Source: an optimization exercise on an open RTL-to-GDS flow (aim: a short achievable clock period and few clock cycles per item). Production flows keep margins and buffers that such runs may drop.
The RTL of this run was laid out without a check of its function.

===== flow/config.mk =====
export PLATFORM = sky130hd
export DESIGN_NAME = RV32core
export DESIGN_NICKNAME = RV32core
export VERILOG_FILES = /design/flow/design.v
export SDC_FILE = /design/flow/constraint.sdc
export NUM_CORES = 4
export LEC_CHECK = 0
export CAP_MARGIN = 20
export CORE_MARGIN = 2
export CORE_UTILIZATION = 30
export PLACE_DENSITY = 0.5
export SLEW_MARGIN = 20

===== flow/constraint.sdc =====
create_clock -name core_clock -period 100.0 [get_ports {clk}]
set_input_delay 20.0000 -clock core_clock [delete_from_list [all_inputs] [get_ports {clk}]]
set_output_delay 20.0000 -clock core_clock [all_outputs]
set_load 0.01 [all_outputs]

===== flow/design.v =====
`timescale 1ns / 1ps
module FU_div(
    input clk,
    input rst,
    input start,             
    input[4:0] start_rd,
    input[63:0] start_ra,    
    input[31:0] start_d,     
    input[1:0] start_cnt,    
    output reg busy,
    output fin,              
    output reg[4:0] rd,
    output[31:0] q
);
    reg[63:0] ra;
    reg[31:0] d;
    reg[1:0] cnt;
    reg[63:0] t;
    reg[32:0] r33;
    reg[33:0] diff;
    integer i;
    always @* begin
        t = ra;
        for (i = 0; i < 8; i = i + 1) begin
            r33 = t[63:31];
            diff = {1'b0, r33} - {2'b0, d};
            if (!diff[33]) t = {diff[31:0], t[30:0], 1'b1};
            else t = {t[62:0], 1'b0};
        end
    end
    assign fin = busy & (cnt == 2'd0);
    assign q = t[31:0];
    always @(posedge clk or posedge rst) begin
        if (rst) begin
            busy <= 1'b0;
            cnt <= 2'd0;
            rd <= 5'd0;
        end else if (start) begin
            busy <= 1'b1;
            cnt <= start_cnt;
            rd <= start_rd;
        end else begin
            if (fin) busy <= 1'b0;
            cnt <= cnt - 2'd1;
        end
    end
    always @(posedge clk) begin
        if (start) begin
            ra <= start_ra;
            d <= start_d;
        end else begin
            ra <= t;
        end
    end
endmodule
`timescale 1ns / 1ps
module  RV32core(
        input clk,   
        input rst,   
        output[31:0] imem_addr,
        input[31:0] imem_data,
        output dmem_en,
        output dmem_we,
        output[31:0] dmem_addr,
        output[31:0] dmem_wdata,
        input[31:0] dmem_rdata,
        output wb_en,
        output[4:0] wb_rd,
        output[31:0] wb_data
    );
    reg[31:0] pc;            
    reg[31:0] ir, ir_pc;     
    reg ir_v;
    reg p1_wen, p1_load;     
    reg[4:0] p1_rd;
    reg[31:0] p1_data;
    reg m_en, m_we;          
    reg[31:0] m_addr, m_wdata;
    reg w_en;                
    reg[4:0] w_rd;
    reg[31:0] w_data;
    reg[31:0] rf[1:31];
    assign imem_addr = pc;
    assign dmem_en = m_en;
    assign dmem_we = m_we;
    assign dmem_addr = m_addr;
    assign dmem_wdata = m_wdata;
    assign wb_en = w_en;
    assign wb_rd = w_rd;
    assign wb_data = w_data;
    wire[6:0] op = ir[6:0];
    wire[2:0] f3 = ir[14:12];
    wire[4:0] rd = ir[11:7];
    wire[4:0] rs1 = ir[19:15];
    wire[4:0] rs2 = ir[24:20];
    wire is_op    = op == 7'b0110011;
    wire is_opi   = op == 7'b0010011;
    wire is_lui   = op == 7'b0110111;
    wire is_auipc = op == 7'b0010111;
    wire is_load  = op == 7'b0000011;
    wire is_store = op == 7'b0100011;
    wire is_br    = op == 7'b1100011;
    wire is_jal   = op == 7'b1101111;
    wire is_jalr  = op == 7'b1100111;
    wire is_m     = is_op & ir[25];
    wire is_div   = is_m & f3[2];
    wire is_mul   = is_m & ~f3[2];
    wire use1 = is_op | is_opi | is_load | is_store | is_br | is_jalr;
    wire use2 = is_op | is_store | is_br;
    wire wrd  = (is_op | is_opi | is_lui | is_auipc | is_load | is_jal | is_jalr) & (rd != 5'd0);
    wire[31:0] imm_i = {{20{ir[31]}}, ir[31:20]};
    wire[31:0] imm_s = {{20{ir[31]}}, ir[31:25], ir[11:7]};
    wire[31:0] imm_b = {{20{ir[31]}}, ir[7], ir[30:25], ir[11:8], 1'b0};
    wire[31:0] imm_j = {{12{ir[31]}}, ir[19:12], ir[20], ir[30:21], 1'b0};
    wire[31:0] imm_u = {ir[31:12], 12'b0};
    wire[31:0] rf1 = (rs1 == 5'd0) ? 32'd0 : rf[rs1];
    wire[31:0] rf2 = (rs2 == 5'd0) ? 32'd0 : rf[rs2];
    wire[31:0] a = (p1_wen & (p1_rd == rs1)) ? p1_data :
                   (w_en & (w_rd == rs1)) ? w_data : rf1;
    wire[31:0] b = (p1_wen & (p1_rd == rs2)) ? p1_data :
                   (w_en & (w_rd == rs2)) ? w_data : rf2;
    wire d_busy, d_fin;
    wire[4:0] d_rd;
    wire[31:0] d_q;
    wire lu_haz = p1_wen & p1_load & ((use1 & (rs1 == p1_rd)) | (use2 & (rs2 == p1_rd)));
    wire d_wen = d_rd != 5'd0;
    wire dv_haz = d_busy & d_wen & ((use1 & (rs1 == d_rd)) | (use2 & (rs2 == d_rd)) | (wrd & (rd == d_rd)));
    wire ds_haz = is_div & d_busy & ~d_fin;
    wire dp_haz = d_fin & d_wen & wrd;
    wire stall = lu_haz | dv_haz | ds_haz | dp_haz;
    wire go = ir_v & ~stall;
    wire[31:0] opb = is_op ? b : imm_i;
    wire[4:0] sh = opb[4:0];
    wire sub = is_op & ir[30];
    wire[31:0] sum = sub ? a - opb : a + opb;
    wire lts = $signed(a) < $signed(opb);
    wire ltu = a < opb;
    reg[31:0] alu;
    always @* begin
        case (f3)
            3'd0: alu = sum;
            3'd1: alu = a << sh;
            3'd2: alu = {31'd0, lts};
            3'd3: alu = {31'd0, ltu};
            3'd4: alu = a ^ opb;
            3'd5: alu = ir[30] ? $unsigned($signed(a) >>> sh) : a >> sh;
            3'd6: alu = a | opb;
            default: alu = a & opb;
        endcase
    end
    wire[31:0] mul = a * b;
    function [5:0] clz(input [31:0] v);
        integer k;
        begin
            clz = 6'd32;
            for (k = 0; k < 32; k = k + 1)
                if (v[k]) clz = 6'd31 - k;
        end
    endfunction
    wire dz = b == 32'd0;
    wire dlt = a < b;
    wire div_long = ~dz & ~dlt;
    wire[5:0] clz_a = clz(a);
    wire[5:0] clz_b = clz(b);
    wire[4:0] dsteps = clz_b[4:0] - clz_a[4:0];        
    wire[1:0] dcnt = dsteps[4:3];
    wire[63:0] dra = {32'd0, a} << {~dcnt, 3'b000};
    wire[31:0] div_imm = dz ? 32'hFFFF_FFFF : 32'd0;
    reg br_c;
    always @* begin
        case (f3)
            3'd0: br_c = a == b;
            3'd1: br_c = a != b;
            3'd4: br_c = $signed(a) < $signed(b);
            3'd5: br_c = $signed(a) >= $signed(b);
            3'd6: br_c = a < b;
            default: br_c = a >= b;
        endcase
    end
    wire taken = is_jal | is_jalr | (is_br & br_c);
    wire[31:0] jalr_t = a + imm_i;
    wire[31:0] target = is_jalr ? {jalr_t[31:1], 1'b0} : ir_pc + (is_jal ? imm_j : imm_b);
    wire[31:0] pc4 = ir_pc + 32'd4;
    reg[31:0] res;
    always @* begin
        if (is_lui) res = imm_u;
        else if (is_auipc) res = ir_pc + imm_u;
        else if (is_jal | is_jalr) res = pc4;
        else if (is_mul) res = mul;
        else if (is_div) res = div_imm;
        else res = alu;
    end
    wire[31:0] ea = a + (is_store ? imm_s : imm_i);
    FU_div du(.clk(clk), .rst(rst),
        .start(go & is_div & div_long), .start_rd(rd), .start_ra(dra), .start_d(b),
        .start_cnt(dcnt),
        .busy(d_busy), .fin(d_fin), .rd(d_rd), .q(d_q));
    always @(posedge clk or posedge rst) begin
        if (rst) begin
            pc <= 32'd0;
            ir_v <= 1'b0;
            p1_wen <= 1'b0;
            p1_load <= 1'b0;
            m_en <= 1'b0;
            m_we <= 1'b0;
            w_en <= 1'b0;
        end else begin
            if (go & taken) begin
                pc <= target;
                ir_v <= 1'b0;
            end else if (~(ir_v & stall)) begin
                pc <= pc + 32'd4;
                ir_v <= 1'b1;
            end
            if (d_fin & d_wen) begin
                p1_wen <= 1'b1;
                p1_load <= 1'b0;
            end else begin
                p1_wen <= go & wrd & ~(is_div & div_long);
                p1_load <= is_load;
            end
            m_en <= go & (is_load | is_store);
            m_we <= go & is_store;
            w_en <= p1_wen;
        end
    end
    always @(posedge clk) begin
        if (~(ir_v & stall)) begin
            ir <= imem_data;
            ir_pc <= pc;
        end
        if (d_fin & d_wen) begin
            p1_rd <= d_rd;
            p1_data <= d_q;
        end else begin
            p1_rd <= rd;
            p1_data <= res;
        end
        m_addr <= ea;
        m_wdata <= b;
        w_rd <= p1_rd;
        w_data <= p1_load ? dmem_rdata : p1_data;
    end
    integer i;
    always @(posedge clk or posedge rst) begin
        if (rst) begin
            for (i = 1; i < 32; i = i + 1)
                rf[i] <= 32'd0;
        end else if (w_en) begin
            rf[w_rd] <= w_data;
        end
    end
endmodule

===== flow/run.sh =====
#!/bin/bash
# synth_recipe.tcl (not shown) runs the flow's synth.tcl, then flattens the netlist and writes it again
# the make line also repeats each setting of config.mk as NAME=value (left out here)
make -C /OpenROAD-flow-scripts/flow DESIGN_CONFIG=/design/flow/config.mk WORK_HOME=/design/flow/orfs CLKGATE_MAP_FILE= SYNTH_SCRIPT=/design/flow/synth_recipe.tcl finish

==> out/metrics.cfg <==
[cts]
cts.sinks = 1336
clk_pin_slew_ns = 0.06
cts_tree = built
clk_latency_ns = 0.95
cts_made_buffers = 167
postCtsSetupBuffers = 0
cts.hold.buffers_added = 0
cts-root-buf = clkbuf_16
postCtsResizedCells = 0
clock_path_buffers = 4
cts_max_level = 4

[timing]
finalClockSkew_ns = 0.129
fmax_mhz = 29.2
holdWs_ns = 0.392
rsz0062_at_grt = no
setup_viol = 0
slew_violations = 0
finalCriticalPeriod_ns = 34.21
tightest_slew_ns = 1.34
fin_tns_setup_ns = 0
fin_ws_ns = 65.79
hold_viol_final = 0
maxSlewHeadroom_pct = 10.1
fin_crit_sh_pct = 34.2

[job]
maxCapViolCount = 0

[worst_setup_path]
path_class = reg -> reg
worstPathRequired_ns = 100.70
start_kind = flop
cpPeakStageDelay_ns = 0.92
endpoint_kind = flop
crit_arrival_ns = 34.90
crit_slowest_cell = a2111oi_0
critical_path.max_fanout = 41
cpMostUsedCell = a21oi_1

[place]
hpwl_um = 406000
place.gp.congestion = 1.07
dpl-instance-area_sq_um = 119000
dpl.cell_count = 16515
post-place-ws_ns = 65.78
portBuffers = 201

[synth]
synth_top_area_cell = dfrtp_1
synth_most_common_cell = mux2_2
syn_nets = 13032
yosysWarningCount = 3
synth.cell_area_sq_um = 110000
synth_top_area_share_pct = 23.7
ys_top_cells_by_area = dfrtp_1 24%, mux2_2 12%, fa_1 7.7%, ha_1 7.0%, a22oi_1 4.4%
ys_seq_area_share_pct = 30.0
synthArstFlopShare_pct = 77.7
synth_ff_type = dfrtp_1
syn_avg_cell_area_sq_um = 9.20
synth-edff-count = 96
synth_seq_cells = 1336
synthesis.instances = 11930
ys_types = 94
synth_common_cells = 1,218 x mux2_2, 1,038 x dfrtp_1, 967 x nand2_1

[global_route]
grtUsageTotal_pct = 31.1
antenna_found_initial = 65
grt_max_degree = 149
overflow = 0
grt_first_pass_wirelength_um = 818000
grt_pass1_vias = 100006

[detailed_routing]
ant_nets = 0
routed_wl_um = 598000
first_iter_violations = 16261
wl_per_cell_um = 35.5
post-route-drc-count = 0
first_pass_iters = 9
vias = 105667
viasPerCell = 6.27

[layout]
fin_nets = 12970
final_core_util_pct = 34.2
final_area_sq_um = 125000
syn2layout_area_growth_pct = 13.6
drive_gt1_share_pct = 18.2
fin_cells = 16865

[floorplanning]
initial_utilization_pct = 30.1
fp-row-count = 222
dieArea_sq_um = 371000
die_y_um = 609
die_w_um = 609
pin_count = 202
core_sq_um = 365000

[run_status]
status = timing/DRC/antenna clean

[min_path]
hold_class = reg -> reg

## cells in the final DEF, fill, tap and decap left out, types with 74 or more instances in the layout
| cell | instances |
|---|---|
| nand2_1 | 954 |
| ha_1 | 614 |
| nor2b_1 | 74 |
| xnor2_1 | 324 |
| inv_1 | 817 |
| a211oi_1 | 89 |
| edfxtp_1 | 96 |
| dfrtp_1 | 1037 |
| fa_1 | 422 |
| mux2i_1 | 168 |
| o21ai_0 | 474 |
| o211ai_1 | 80 |
| and3_1 | 222 |
| nand3_1 | 268 |
| a21o_1 | 170 |
| dfxtp_1 | 201 |
| nor3_1 | 152 |
| a22oi_1 | 640 |
| nor2_1 | 690 |
| a31oi_1 | 77 |
| a21oi_1 | 613 |
| mux2_2 | 1218 |
| o21a_1 | 91 |
| xor2_1 | 137 |
| clkdlybuf4s50_1 | 201 |
| buf_4 | 417 |
| nand4_1 | 164 |
| clkbuf_16 | 179 |
## final timing paths
kind,startpoint,endpoint,slack (ns),cells past startpoint
setup / recovery,du.d[1],du.ra[54],65.79,118
hold / removal,p1_rd[2],w_rd[2],0.39,0
setup reg to reg,du.d[1],du.ra[54],65.79,118
hold reg to reg,p1_rd[2],w_rd[2],0.39,0
max in group asynchronous,rst,rf[30][21],77.35,5
min in group asynchronous,rst,rf[13][6],19.61,2
## routing by layer
layer	track usage, %	wire length (um)
met1	40.5	237000
met2	42.7	234000
met5	0	328
met3	10.9	77000
met4	21.4	50100
## logic make-up after synthesis
group,after synthesis,synth area share (%)
AO/OA/AOI/OAI,2968,18.4
XOR/XNOR,464,3.72
adder cells (fa/ha/maj),1036,14.7
buffers and inverters,1702,5.87
flip-flops,1336,30.0
multiplexers,1397,14.2
AND/OR/NAND/NOR,3027,13.1
## cell type report
cell class,instances,area [sq um]
antenna,48,120
clock buffer,239,4960
clock inverter,63,732
fill,37683,240000
inverter,847,3190
multi-input combinational,8892,71500
sequential,1336,32900
tap,4816,6030
timing repair buffer,624,5250
## flip-flops by register name (all words and copies together), names as in the netlist, 32 cells and up
name     flops
m_wdata     32
ir          32
ir_pc       32
pc          32
rf         992
p1_data     32
w_data      32
m_addr      32
du.d        32
du.ra       64
## worst max-delay path: cells and delay by family (launching register included)
kind / cells / cell delay [ns]
AO/OA/AOI/OAI: 71 / 20.25
AND/OR/NAND/NOR: 25 / 5.49
buffers and inverters: 10 / 3.44
adder cells (fa/ha/maj): 8 / 2.73
multiplexers: 4 / 1.44
flip-flops: 1 / 0.47

-- afterwards: timing with drivers on the ports --
The flow's constraints put no driver on any port. The routed layout listed below was extracted and timed again, unchanged, in two steps. Step 1 assumes that a clkbuf_16 drives the clock port and a buf_2 every other input. Step 2 also shifts input and output timing later by t, the mid clock arrival at the registers, as if the neighbouring blocks saw the same clock. a / b / c = ideal ports / drivers / drivers and shift; a / b = the first two.
t (ns): 0.980
setup WS [ns]: 65.793 / 65.793 / 65.793
worst hold slack (ns): 0.392 / 0.392 / 0.392
clock arrival spread, ns: 0.129 / 0.129
worst slew at a driven data input, ns: 0.11
After both steps setup and hold are still met in this run. The setup slack of this run moves by 0.000 ns with the drivers and by 0.000 ns with both steps.
